Background: an optimization exercise with open tools, aiming at small area and a short achievable clock period. Do not read the settings as production practice.
At most, simulation tests tie the RTL to the original design; equivalence was not proved.

==> inputs of run K <==
==> flow/design.v (excerpt) <==
module axis_eth_fcs
(
    input  wire        clk,
    input  wire        rst,
    input  wire [127:0]  input_axis_tdata,
    input  wire [15:0]   input_axis_tstrb,
    input  wire          input_axis_tvalid,
    output wire          input_axis_tready,
    input  wire          input_axis_tlast,
    output wire [31:0] output_fcs,
    output wire        output_fcs_valid
);
clock: 16.0 ns
lec_check: 0
cap_margin: 20
core_margin: 2
core_utilization: 40
setup_slack_margin: 0.3
slew_margin: 20
standard.sh (not shown) runs the stock make flow with config.mk's settings and CLKGATE_MAP_FILE= SYNTH_SCRIPT=/design/flow/synth_recipe.tcl, a recipe that flattens the netlist after the stock synthesis.
==> flow/flow/run.sh <==
#!/bin/bash
set -euo pipefail
cd "$(dirname "$0")/.."
mapfile -t ARGS < <(grep -v '^\s*$' flow/args.txt)
bash standard.sh synth > flow_synth.log 2>&1
bash standard.sh "${ARGS[@]}" finish > flow_finish.log 2>&1
==> flow/flow/args.txt <==
SETUP_SLACK_MARGIN=8
BUFFER_PORTS_ARGS=-buffer_cell sky130_fd_sc_hd__buf_2
==> run E (differences from run K) <==
==> flow/flow/run.sh (replaced) <==
#!/bin/bash
set -euo pipefail
cd "$(dirname "$0")/.."
if [[ -f flow/extra.mk ]]; then cat flow/extra.mk >> config.mk; fi
mapfile -t ARGS < <(grep -v '^\s*$' flow/args.txt)
bash standard.sh synth > flow_synth.log 2>&1
bash standard.sh "${ARGS[@]}" finish > flow_finish.log 2>&1
==> flow/flow/extra.mk (new file) <==
export DONT_USE_CELLS += sky130_fd_sc_hd__xor3_1 sky130_fd_sc_hd__xor3_2 sky130_fd_sc_hd__xor3_4 sky130_fd_sc_hd__xnor3_1 sky130_fd_sc_hd__xnor3_2 sky130_fd_sc_hd__xnor3_4
--- a/flow/config.mk
+++ b/flow/config.mk
@@ -10,3 +10,4 @@
 export CORE_UTILIZATION = 40
 export SETUP_SLACK_MARGIN = 0.3
 export SLEW_MARGIN = 20
+export DONT_USE_CELLS += sky130_fd_sc_hd__xor3_1 sky130_fd_sc_hd__xor3_2 sky130_fd_sc_hd__xor3_4 sky130_fd_sc_hd__xnor3_1 sky130_fd_sc_hd__xnor3_2 sky130_fd_sc_hd__xnor3_4
==> run Y (differences from run K) <==
==> flow/run.sh (new file) <==
#!/bin/bash
# synth_recipe.tcl (not shown) runs the flow's synth.tcl, then flattens the netlist and writes it again
# the make line also repeats each setting of config.mk as NAME=value (left out here)
make -C /OpenROAD-flow-scripts/flow DESIGN_CONFIG=/design/flow/config.mk WORK_HOME=/design/flow/orfs CLKGATE_MAP_FILE= SYNTH_SCRIPT=/design/flow/synth_recipe.tcl finish
removed: flow/flow/run.sh
removed: flow/flow/args.txt
removed: flow/standard.sh
==> results.txt <==
Via count, lowest first: run E, run Y, run K.
Utilization: run E > run Y > run K.
Global-route usage: run E is lower than run Y (1.4 points).
The highest worst setup slack belongs to run E, the lowest to run Y.
Sequential share of layout area, highest first: run E, run K, run Y.
Between run E and run Y, the lower die area is in run E (gap 8.2%, measured against run Y).
Between run E and run Y, the lower first-iteration DRC count is in run E (gap 18%, measured against run Y).


==> v15 <==
axis_eth_fcs, a different RTL version from the one above (not shown whole).
Settings: LEC_CHECK=0, CAP_MARGIN=20, CORE_MARGIN=2, CORE_UTILIZATION=40, SETUP_SLACK_MARGIN=0.3, SLEW_MARGIN=20; clock period 16.0 ns.
==> flow/flow/run.sh <==
#!/bin/bash
set -euo pipefail
cd "$(dirname "$0")/.."
if [[ -f flow/extra.mk ]]; then cat flow/extra.mk >> config.mk; fi
mapfile -t ARGS < <(grep -v '^\s*$' flow/args.txt)
bash standard.sh synth > flow_synth.log 2>&1
RES=orfs/results/${FLOW_PLATFORM}/axis_eth_fcs/base
cp $RES/1_2_yosys.v flow_1_2_yosys_standard.v
LIB=$(ls ${FLOW_HOME}/platforms/${FLOW_PLATFORM}/lib/sky130_fd_sc_hd__tt_025C_1v80.lib)
python3 flow/downsize.py $RES/1_2_yosys.v $LIB > flow_downsize.log 2>&1
touch $RES/1_2_yosys.v
bash standard.sh "${ARGS[@]}" finish > flow_finish.log 2>&1
==> flow/flow/args.txt <==
SETUP_SLACK_MARGIN=9.1
BUFFER_PORTS_ARGS=-buffer_cell sky130_fd_sc_hd__buf_2
SLEW_MARGIN=10
CAP_MARGIN=10
==> flow/flow/downsize.py <==
#!/usr/bin/env python3
"""Set every combinational cell of a synthesized netlist to its smallest
drive strength (_1, or _0 where the platform has no _1 ... as listed in the
liberty file); flip-flops keep their cells. The timing repair later sizes up
what the constraints need."""
import re, sys
net, lib = sys.argv[1], sys.argv[2]
cells = set(re.findall(r'^\s*cell\s*\(\s*"?(sky130_fd_sc_hd__\w+?)"?\s*\)', open(lib).read(), re.M))
dont = set(sys.argv[3:])
def smallest(name):
    m = re.match(r'(sky130_fd_sc_hd__[a-z0-9]+?)_(\d+)$', name)
    if not m:
        return name
    base = m.group(1)
    if re.match(r'sky130_fd_sc_hd__(e?df|sdf|dl|conb|tap|fill|decap|clk)', base):
        return name
    for d in ("1", "0"):
        cand = "%s_%s" % (base, d)
        if cand in cells and cand not in dont:
            if int(d) < int(m.group(2)):
                return cand
            return name
    return name
src = open(net).read()
n = [0]
def sub(mo):
    new = smallest(mo.group(1))
    if new != mo.group(1):
        n[0] += 1
    return new + mo.group(2)
out = re.sub(r'\b(sky130_fd_sc_hd__\w+)(\s+[\\\w])', sub, src)
open(net, "w").write(out)
print("downsized", n[0], "cells")
==> flow/flow/extra.mk <==
export DONT_USE_CELLS += sky130_fd_sc_hd__xor3_1 sky130_fd_sc_hd__xor3_2 sky130_fd_sc_hd__xor3_4 sky130_fd_sc_hd__xnor3_1 sky130_fd_sc_hd__xnor3_2 sky130_fd_sc_hd__xnor3_4
==> v1: changes against v15 <==
==> flow/flow/args.txt (replaced) <==
SETUP_SLACK_MARGIN=9.25
BUFFER_PORTS_ARGS=-buffer_cell sky130_fd_sc_hd__buf_2
SLEW_MARGIN=10
CAP_MARGIN=10
==> qor.csv <==
metric,value,unit
Data buffer area share,0.0921,
status,"complete, no violations",
crit-path max cell delay,0.66,ns
Met1 Wirelength,32700,um
first-pass GRT wire length,124000,um
Crit. End Element,flip-flop,
WL per Instance,33.3,um
crit-path max FO,4,
crit share post-route,0.428,
antenna fix cells,2,
post-CTS sizing,67,
routed vias/inst,5.96,
# fillers,4080,
-- figures above: v1

==> qor.csv <==
metric,value,unit
status,"complete, no violations",
crit-path max FO,8,
post-CTS sizing,47,
comb_multi_in,1864,
Data buffer area share,0.0836,
clk sink count,36,
WL per Instance,33.6,um
Met1 Wirelength,33300,um
first-pass GRT wire length,124000,um
# fillers,4118,
crit share post-route,0.431,
antenna fix cells,0,
Crit. End Element,output pin,
routed vias/inst,5.93,
-- figures above: v15



==> run a: inputs <==
axis_eth_fcs, a different RTL version from the one above (not shown whole).
==> flow/config.mk <==
export PLATFORM = sky130hd
export DESIGN_NAME = axis_eth_fcs
export DESIGN_NICKNAME = axis_eth_fcs
export VERILOG_FILES = /design/flow/design.v
export SDC_FILE = /design/flow/constraint.sdc
export NUM_CORES = 4
export LEC_CHECK = 0
export CAP_MARGIN = 20
export CORE_MARGIN = 2
export CORE_UTILIZATION = 40
export SETUP_SLACK_MARGIN = 0.3
export SLEW_MARGIN = 20
==> flow/constraint.sdc <==
create_clock -name core_clock -period 16.0 [get_ports {clk}]
set_input_delay 3.2000 -clock core_clock [delete_from_list [all_inputs] [get_ports {clk}]]
set_output_delay 3.2000 -clock core_clock [all_outputs]
set_load 0.01 [all_outputs]
==> flow/flow/run.sh <==
#!/bin/bash
set -euo pipefail
cd "$(dirname "$0")/.."
mapfile -t ARGS < <(grep -v '^\s*$' flow/args.txt)
bash standard.sh synth > flow_synth.log 2>&1
bash standard.sh "${ARGS[@]}" finish > flow_finish.log 2>&1
==> flow/flow/args.txt <==
SETUP_SLACK_MARGIN=8
BUFFER_PORTS_ARGS=-buffer_cell sky130_fd_sc_hd__buf_2
==> inputs of run b, as changes to run a <==
--- a/flow/design.v
+++ b/flow/design.v
@@ -7,22 +7,21 @@
     input  wire [15:0]   input_axis_tstrb,
     input  wire          input_axis_tvalid,
     output wire          input_axis_tready,
     input  wire          input_axis_tlast,
     output wire [31:0] output_fcs,
     output wire        output_fcs_valid
 );
 reg [31:0] crc_raw;
-reg [1:0] crc_pad;
+reg crc_pad;
 reg crc_restart;
 reg fcs_valid_reg;
 wire [15:0] s = input_axis_tstrb;
-wire [31:0] crc;
-wire [31:0] u1, y1, u2;
+wire [31:0] u1;
 wire p32 = crc_raw[27] ^ crc_raw[29];
 wire p33 = crc_raw[28] ^ crc_raw[30];
 wire p34 = crc_raw[25] ^ crc_raw[31];
 wire p35 = crc_raw[26] ^ p33;
 wire p36 = crc_raw[24] ^ p32;
 wire p37 = p34 ^ p36;
 wire p38 = crc_raw[26] ^ crc_raw[31];
 wire p39 = p32 ^ p38;
@@ -62,109 +61,60 @@
 assign u1[24] = crc_raw[16] ^ p37 ^ p46;
 assign u1[25] = crc_raw[17] ^ crc_raw[29] ^ p41;
 assign u1[26] = crc_raw[18] ^ p34 ^ p47;
 assign u1[27] = crc_raw[19] ^ p36 ^ p42;
 assign u1[28] = crc_raw[20] ^ p41;
 assign u1[29] = crc_raw[21] ^ p32 ^ p34;
 assign u1[30] = crc_raw[22] ^ p35 ^ p37;
 assign u1[31] = crc_raw[23] ^ p41;
-assign y1 = crc_pad[0] ? u1 : crc_raw;
-wire q32 = y1[19] ^ y1[21];
-wire q33 = y1[20] ^ y1[22];
-wire q34 = y1[17] ^ y1[23];
-wire q35 = y1[18] ^ y1[24];
-wire q36 = y1[16] ^ y1[28];
-wire q37 = y1[25] ^ y1[27];
-wire q38 = y1[26] ^ y1[29];
-wire q39 = y1[30] ^ q32;
-wire q40 = y1[31] ^ q33;
-wire q41 = y1[24] ^ y1[30];
-wire q42 = q34 ^ q39;
-wire q43 = y1[25] ^ q35;
-wire q44 = y1[23] ^ y1[29];
-wire q45 = y1[19] ^ y1[26];
-wire q46 = y1[28] ^ q40;
-wire q47 = y1[20] ^ y1[31];
-wire q48 = y1[22] ^ y1[31];
-wire q49 = y1[24] ^ y1[27];
-wire q50 = q36 ^ q40;
-wire q51 = y1[16] ^ q35;
-wire q52 = q32 ^ q34;
-wire q53 = q36 ^ q37;
-wire q54 = y1[17] ^ y1[28];
-wire q55 = q35 ^ q38;
-wire q56 = q37 ^ q39;
-wire q57 = q41 ^ q45;
-wire q58 = y1[21] ^ q37;
-wire q59 = y1[17] ^ q36;
-wire q60 = y1[30] ^ q34;
-wire q61 = y1[21] ^ q49;
-wire q62 = y1[27] ^ y1[29];
-wire q63 = y1[19] ^ y1[20];
-wire q64 = y1[25] ^ q63;
-wire q65 = y1[16] ^ q42;
-wire q66 = y1[23] ^ q38;
-wire q67 = y1[18] ^ q38;
-wire q68 = q40 ^ q51;
-assign u2[0] = q52 ^ q53;
-assign u2[1] = q33 ^ q54 ^ q55;
-assign u2[2] = y1[18] ^ q44 ^ q56;
-assign u2[3] = q46 ^ q57;
-assign u2[4] = q44 ^ q47 ^ q58;
-assign u2[5] = y1[21] ^ y1[22] ^ y1[26] ^ y1[28] ^ q41;
-assign u2[6] = y1[29] ^ q32 ^ q48 ^ q59;
-assign u2[7] = y1[18] ^ y1[29] ^ q33 ^ q60;
-assign u2[8] = y1[23] ^ y1[31] ^ q35 ^ q39;
-assign u2[9] = q34 ^ q50 ^ q61;
-assign u2[10] = y1[19] ^ y1[22] ^ q51 ^ q62;
-assign u2[11] = y1[28] ^ q60 ^ q64;
-assign u2[12] = y1[21] ^ q47 ^ q55;
-assign u2[13] = y1[22] ^ q56;
-assign u2[14] = y1[23] ^ y1[26] ^ q46;
-assign u2[15] = q44 ^ q61;
-assign u2[16] = y1[0] ^ y1[22] ^ q49 ^ q65;
-assign u2[17] = y1[1] ^ q34 ^ q43 ^ q46;
-assign u2[18] = y1[2] ^ q32 ^ q43 ^ q66;
-assign u2[19] = y1[3] ^ q33 ^ q37 ^ q57;
-assign u2[20] = y1[4] ^ y1[16] ^ y1[17] ^ q45 ^ q47;
-assign u2[21] = y1[5] ^ y1[18] ^ y1[23] ^ q36 ^ q64;
-assign u2[22] = y1[6] ^ y1[20] ^ y1[24] ^ q53 ^ q66;
-assign u2[23] = y1[7] ^ q38 ^ q41 ^ q54 ^ q58;
-assign u2[24] = y1[8] ^ q48 ^ q65 ^ q67;
-assign u2[25] = y1[9] ^ y1[21] ^ y1[30] ^ q43 ^ q50;
-assign u2[26] = y1[10] ^ y1[25] ^ q38 ^ q48 ^ q52;
-assign u2[27] = y1[11] ^ y1[26] ^ q33 ^ q39 ^ q43 ^ q59;
-assign u2[28] = y1[12] ^ q50 ^ q67;
-assign u2[29] = y1[13] ^ q42 ^ q62;
-assign u2[30] = y1[14] ^ q37 ^ q42 ^ q68;
-assign u2[31] = y1[15] ^ y1[26] ^ y1[27] ^ q68;
-assign crc = crc_pad[1] ? u2 : y1;
+wire [31:0] crc = crc_pad ? u1 : crc_raw;
 assign input_axis_tready = 1'b1;
 assign output_fcs = ~crc;
 assign output_fcs_valid = fcs_valid_reg;
 wire [31:0] c = crc | {32{crc_restart}};
-wire m3 = ~s[8];                      
-wire m2 = s[8] ? ~s[12] : ~s[4];      
-wire q3 = ~s[4];                      
-wire pad0 = ~s[1] | (s[2] & ~s[3]) | (s[4] & ~s[5]) | (s[6] & ~s[7]) |
-            (s[8] & ~s[9]) | (s[10] & ~s[11]) | (s[12] & ~s[13]) | (s[14] & ~s[15]);
-wire pad1 = ~s[1] | (s[1] & ~s[2]) | (s[4] & ~s[5]) | (s[5] & ~s[6]) |
-            (s[8] & ~s[9]) | (s[9] & ~s[10]) | (s[12] & ~s[13]) | (s[13] & ~s[14]);
-wire v13 = ~(pad0 & pad1);
-wire v14 = ~pad1;
-wire v15 = ~pad0 & ~pad1;
-wire [127:0] x0 = input_axis_tdata ^ {96'h0, c};
-wire [127:0] x1 = m3 ? {x0[63:0], 64'h0} : x0;
-wire [127:0] x2 = m2 ? {x1[95:0], 32'h0} : x1;
+wire [7:0] sh;
+assign sh[0] = s[14];
+genvar i, v;
+generate
+    for (i = 1; i < 8; i = i + 1) begin : shdec
+        assign sh[i] = s[14-2*i] & ~s[16-2*i];
+    end
+endgenerate
+wire pad = ~s[1] | (s[2] & ~s[3]) | (s[4] & ~s[5]) | (s[6] & ~s[7]) |
+           (s[8] & ~s[9]) | (s[10] & ~s[11]) | (s[12] & ~s[13]) | (s[14] & ~s[15]);
+wire [127:0] dm;
+generate
+    for (i = 0; i < 16; i = i + 1) begin : mask
+        if (i % 2 == 0) begin : keep
+            assign dm[8*i +: 8] = input_axis_tdata[8*i +: 8];
+        end else begin : zero
+            assign dm[8*i +: 8] = input_axis_tdata[8*i +: 8] & {8{s[i]}};
+        end
+    end
+endgenerate
+wire [127:0] x0 = dm ^ {96'h0, c};
 wire [127:0] w;
-assign w[103:0] = x2[103:0];
-assign w[111:104] = v13 ? x2[111:104] : (q3 ? c[15:8] : 8'h0);
-assign w[119:112] = v14 ? x2[119:112] : (q3 ? c[23:16] : 8'h0);
-assign w[127:120] = v15 ? x2[127:120] : (q3 ? c[31:24] : 8'h0);
+generate
+    for (v = 0; v < 8; v = v + 1) begin : win
+        wire [16*(v+1)-1:0] terms;
+        for (i = 0; i <= v; i = i + 1) begin : term
+            assign terms[16*i +: 16] = x0[16*(v-i) +: 16] & {16{sh[i]}};
+        end
+        for (i = 0; i < 16; i = i + 1) begin : bitor
+            wire [v:0] col;
+            genvar t;
+            for (t = 0; t <= v; t = t + 1) begin : c
+                assign col[t] = terms[16*t + i];
+            end
+            assign w[16*v + i] = |col;
+        end
+    end
+endgenerate
+wire [31:0] ovf = {16'h0, c[31:16] & {16{sh[7]}}};
 wire [31:0] t;
 wire x128 = w[5] ^ w[14];
 wire x129 = w[29] ^ w[75];
 wire x130 = w[33] ^ w[103];
 wire x131 = w[6] ^ w[44];
 wire x132 = w[7] ^ w[36];
 wire x133 = w[8] ^ w[37];
 wire x134 = w[47] ^ w[67];
@@ -522,13 +472,13 @@
         fcs_valid_reg <= input_axis_tvalid & input_axis_tlast;
         if (input_axis_tvalid) begin
             crc_restart <= input_axis_tlast;
         end
     end
 end
 always @(posedge clk) begin
     if (input_axis_tvalid) begin
-        crc_raw <= t;
-        crc_pad <= {pad1, pad0};
+        crc_raw <= t ^ ovf;
+        crc_pad <= pad;
     end
 end
 endmodule
==> flow/flow/run.sh (replaced) <==
#!/bin/bash
set -euo pipefail
cd "$(dirname "$0")/.."
if [[ -f flow/extra.mk ]]; then cat flow/extra.mk >> config.mk; fi
mapfile -t ARGS < <(grep -v '^\s*$' flow/args.txt)
bash standard.sh synth > flow_synth.log 2>&1
bash standard.sh "${ARGS[@]}" finish > flow_finish.log 2>&1
==> flow/flow/args.txt (replaced) <==
SETUP_SLACK_MARGIN=8.75
BUFFER_PORTS_ARGS=-buffer_cell sky130_fd_sc_hd__buf_2
==> flow/flow/extra.mk (new file) <==
export DONT_USE_CELLS += sky130_fd_sc_hd__xor3_1 sky130_fd_sc_hd__xor3_2 sky130_fd_sc_hd__xor3_4 sky130_fd_sc_hd__xnor3_1 sky130_fd_sc_hd__xnor3_2 sky130_fd_sc_hd__xnor3_4
--- a/flow/config.mk
+++ b/flow/config.mk
@@ -5,8 +5,9 @@
 export SDC_FILE = /design/flow/constraint.sdc
 export NUM_CORES = 4
 export LEC_CHECK = 0
 export CAP_MARGIN = 20
 export CORE_MARGIN = 2
 export CORE_UTILIZATION = 40
 export SETUP_SLACK_MARGIN = 0.3
 export SLEW_MARGIN = 20
+export DONT_USE_CELLS += sky130_fd_sc_hd__xor3_1 sky130_fd_sc_hd__xor3_2 sky130_fd_sc_hd__xor3_4 sky130_fd_sc_hd__xnor3_1 sky130_fd_sc_hd__xnor3_2 sky130_fd_sc_hd__xnor3_4
==> inputs of run c, as changes to run a <==
--- a/flow/design.v
+++ b/flow/design.v
@@ -139,32 +139,34 @@
 assign u2[31] = y1[15] ^ y1[26] ^ y1[27] ^ q68;
 assign crc = crc_pad[1] ? u2 : y1;
 assign input_axis_tready = 1'b1;
 assign output_fcs = ~crc;
 assign output_fcs_valid = fcs_valid_reg;
 wire [31:0] c = crc | {32{crc_restart}};
 wire m3 = ~s[8];                      
 wire m2 = s[8] ? ~s[12] : ~s[4];      
-wire q3 = ~s[4];                      
 wire pad0 = ~s[1] | (s[2] & ~s[3]) | (s[4] & ~s[5]) | (s[6] & ~s[7]) |
             (s[8] & ~s[9]) | (s[10] & ~s[11]) | (s[12] & ~s[13]) | (s[14] & ~s[15]);
 wire pad1 = ~s[1] | (s[1] & ~s[2]) | (s[4] & ~s[5]) | (s[5] & ~s[6]) |
             (s[8] & ~s[9]) | (s[9] & ~s[10]) | (s[12] & ~s[13]) | (s[13] & ~s[14]);
-wire v13 = ~(pad0 & pad1);
-wire v14 = ~pad1;
-wire v15 = ~pad0 & ~pad1;
-wire [127:0] x0 = input_axis_tdata ^ {96'h0, c};
+wire [127:0] dm;
+genvar b;
+generate
+    for (b = 0; b < 16; b = b + 1) begin : mask
+        if (b % 4 == 0) begin : keep
+            assign dm[8*b +: 8] = input_axis_tdata[8*b +: 8];
+        end else begin : zero
+            assign dm[8*b +: 8] = input_axis_tdata[8*b +: 8] & {8{s[b]}};
+        end
+    end
+endgenerate
+wire [127:0] x0 = dm ^ {96'h0, c};
 wire [127:0] x1 = m3 ? {x0[63:0], 64'h0} : x0;
-wire [127:0] x2 = m2 ? {x1[95:0], 32'h0} : x1;
-wire [127:0] w;
-assign w[103:0] = x2[103:0];
-assign w[111:104] = v13 ? x2[111:104] : (q3 ? c[15:8] : 8'h0);
-assign w[119:112] = v14 ? x2[119:112] : (q3 ? c[23:16] : 8'h0);
-assign w[127:120] = v15 ? x2[127:120] : (q3 ? c[31:24] : 8'h0);
+wire [127:0] w  = m2 ? {x1[95:0], 32'h0} : x1;
 wire [31:0] t;
 wire x128 = w[5] ^ w[14];
 wire x129 = w[29] ^ w[75];
 wire x130 = w[33] ^ w[103];
 wire x131 = w[6] ^ w[44];
 wire x132 = w[7] ^ w[36];
 wire x133 = w[8] ^ w[37];
 wire x134 = w[47] ^ w[67];
==> flow/flow/run.sh (replaced) <==
#!/bin/bash
set -euo pipefail
cd "$(dirname "$0")/.."
if [[ -f flow/extra.mk ]]; then cat flow/extra.mk >> config.mk; fi
mapfile -t ARGS < <(grep -v '^\s*$' flow/args.txt)
bash standard.sh synth > flow_synth.log 2>&1
bash standard.sh "${ARGS[@]}" finish > flow_finish.log 2>&1
==> flow/flow/args.txt (replaced) <==
SETUP_SLACK_MARGIN=8.5
BUFFER_PORTS_ARGS=-buffer_cell sky130_fd_sc_hd__buf_2
==> flow/flow/extra.mk (new file) <==
export DONT_USE_CELLS += sky130_fd_sc_hd__xor3_1 sky130_fd_sc_hd__xor3_2 sky130_fd_sc_hd__xor3_4 sky130_fd_sc_hd__xnor3_1 sky130_fd_sc_hd__xnor3_2 sky130_fd_sc_hd__xnor3_4
--- a/flow/config.mk
+++ b/flow/config.mk
@@ -5,8 +5,9 @@
 export SDC_FILE = /design/flow/constraint.sdc
 export NUM_CORES = 4
 export LEC_CHECK = 0
 export CAP_MARGIN = 20
 export CORE_MARGIN = 2
 export CORE_UTILIZATION = 40
 export SETUP_SLACK_MARGIN = 0.3
 export SLEW_MARGIN = 20
+export DONT_USE_CELLS += sky130_fd_sc_hd__xor3_1 sky130_fd_sc_hd__xor3_2 sky130_fd_sc_hd__xor3_4 sky130_fd_sc_hd__xnor3_1 sky130_fd_sc_hd__xnor3_2 sky130_fd_sc_hd__xnor3_4
==> results.tsv <==
metric	value	unit
period_share	50.4	%
cp_max_fo	46	
endpoint	crc_raw[24]$_DFFE_PP_	
netlist_top_cells_area	xnor2_1 25%, xnor3_1 16%, xor2_1 8.2%, edfxtp_1 5.2%, mux2i_1 5.0%	
timing.critical_path.cells	buf_4 -> inv_1 -> buf_4 -> nand2_1 -> o221ai_2 -> xnor3_1 -> xnor3_1 -> xor2_1 -> xnor3_1 -> xnor2_1 -> xnor3_1	
die_h	225	um
synth_xor_area_share	55.8	%
synthMuxAreaShare	7.32	%
worst-path-buf-inv	3	
syn_inst	2185	
synth_commonest_cells	556 x xnor2_1, 182 x xor2_1, 164 x nor2_1	
dpl_cell_area	21000	um^2
multiInputGateArea	17900	um^2
antennaDiodeCount	3	
worst-path-stages	11	
status	complete, no violations	
dp_slack	7.00	ns
[end of results for run a]
==> results.tsv <==
metric	value	unit
period_share	45.9	%
cp_max_fo	12	
netlist_top_cells_area	xnor2_1 38%, xor2_1 11%, edfxtp_1 6.2%, nand2_1 3.5%, a21oi_1 3.0%	
antennaDiodeCount	0	
synth_xor_area_share	52.0	%
endpoint	crc_raw[26]$_DFFE_PP_	
die_h	204	um
worst-path-buf-inv	1	
status	complete, no violations	
timing.critical_path.cells	buf_2 -> nand2_1 -> xnor2_1 -> o22ai_1 -> nor2_1 -> xnor2_1 -> xnor2_1 -> xor2_1 -> xnor2_1 -> xnor2_1 -> xnor2_1 -> xnor2_1	
wl_met3	16200	um
dpl_cell_area	17500	um^2
synthMuxAreaShare	2.76	%
dp_slack	7.17	ns
[end of results for run b]
==> results.tsv <==
metric	value	unit
dpl_cell_area	18800	um^2
antennaDiodeCount	0	
worst-path-buf-inv	2	
timing.critical_path.cells	buf_2 -> inv_1 -> nand2_1 -> o221ai_1 -> xor2_1 -> xnor2_1 -> xnor2_1 -> xnor2_1 -> xnor2_1 -> xnor2_1 -> xnor2_1	
die_h	212	um
synth_xor_area_share	58.7	%
netlist_top_cells_area	xnor2_1 39%, xor2_1 12%, edfxtp_1 5.9%, nand2_1 4.0%, xnor2_2 3.9%	
endpoint	crc_raw[7]$_DFFE_PP_	
synth_commonest_cells	762 x xnor2_1, 238 x xor2_1, 186 x nand2_1	
cp_max_fo	14	
multiInputGateArea	15900	um^2
status	complete, no violations	
synth.largest_area_cell	xnor2_1	
period_share	47.4	%
syn_inst	2173	
dp_slack	7.27	ns
[end of results for run c]
Function was not checked in any run of this note: the RTL went through the layout flow alone.

-- port drivers added, routing unchanged --
Ports are ideal in the flow. The routed layouts listed here were re-timed in OpenROAD. Step 1 (the two cells are an assumption about what drives the block):
set clk [get_ports {clk}]
set_driving_cell -lib_cell sky130_fd_sc_hd__clkbuf_16 $clk
set_driving_cell -lib_cell sky130_fd_sc_hd__buf_2 [delete_from_list [all_inputs] $clk]
Step 2, shift: input delay + t, output delay - t, t = (earliest + latest rising clock arrival at the registers) / 2. This alone moves slack from input paths to output paths. a / b / c = no drivers / after step 1 / after step 2; a / b = the first two.
run	shift t [ns]	slack for setup (ns)	worst register clock-pin slew, ns
run K	0.303	7.917 / 7.922 / 7.618	0.06 / 0.06
run E	0.307	7.973 / 7.978 / 7.670	0.06 / 0.06
run Y	0.304	5.750 / 5.749 / 5.445	0.06 / 0.06
v15	0.325	9.099 / 9.056 / 8.829	0.06 / 0.06
v1	0.328	9.153 / 9.124 / 8.848	0.06 / 0.06
run a	0.308	7.940 / 7.950 / 7.642	0.05 / 0.05
run b	0.344	8.654 / 8.636 / 8.292	0.07 / 0.07
run c	0.332	8.417 / 8.437 / 8.106	0.06 / 0.06
After both steps every run listed still meets setup and hold. The setup slack of run b, which loses most, moves by -0.018 ns with the drivers and by -0.362 ns with both steps.
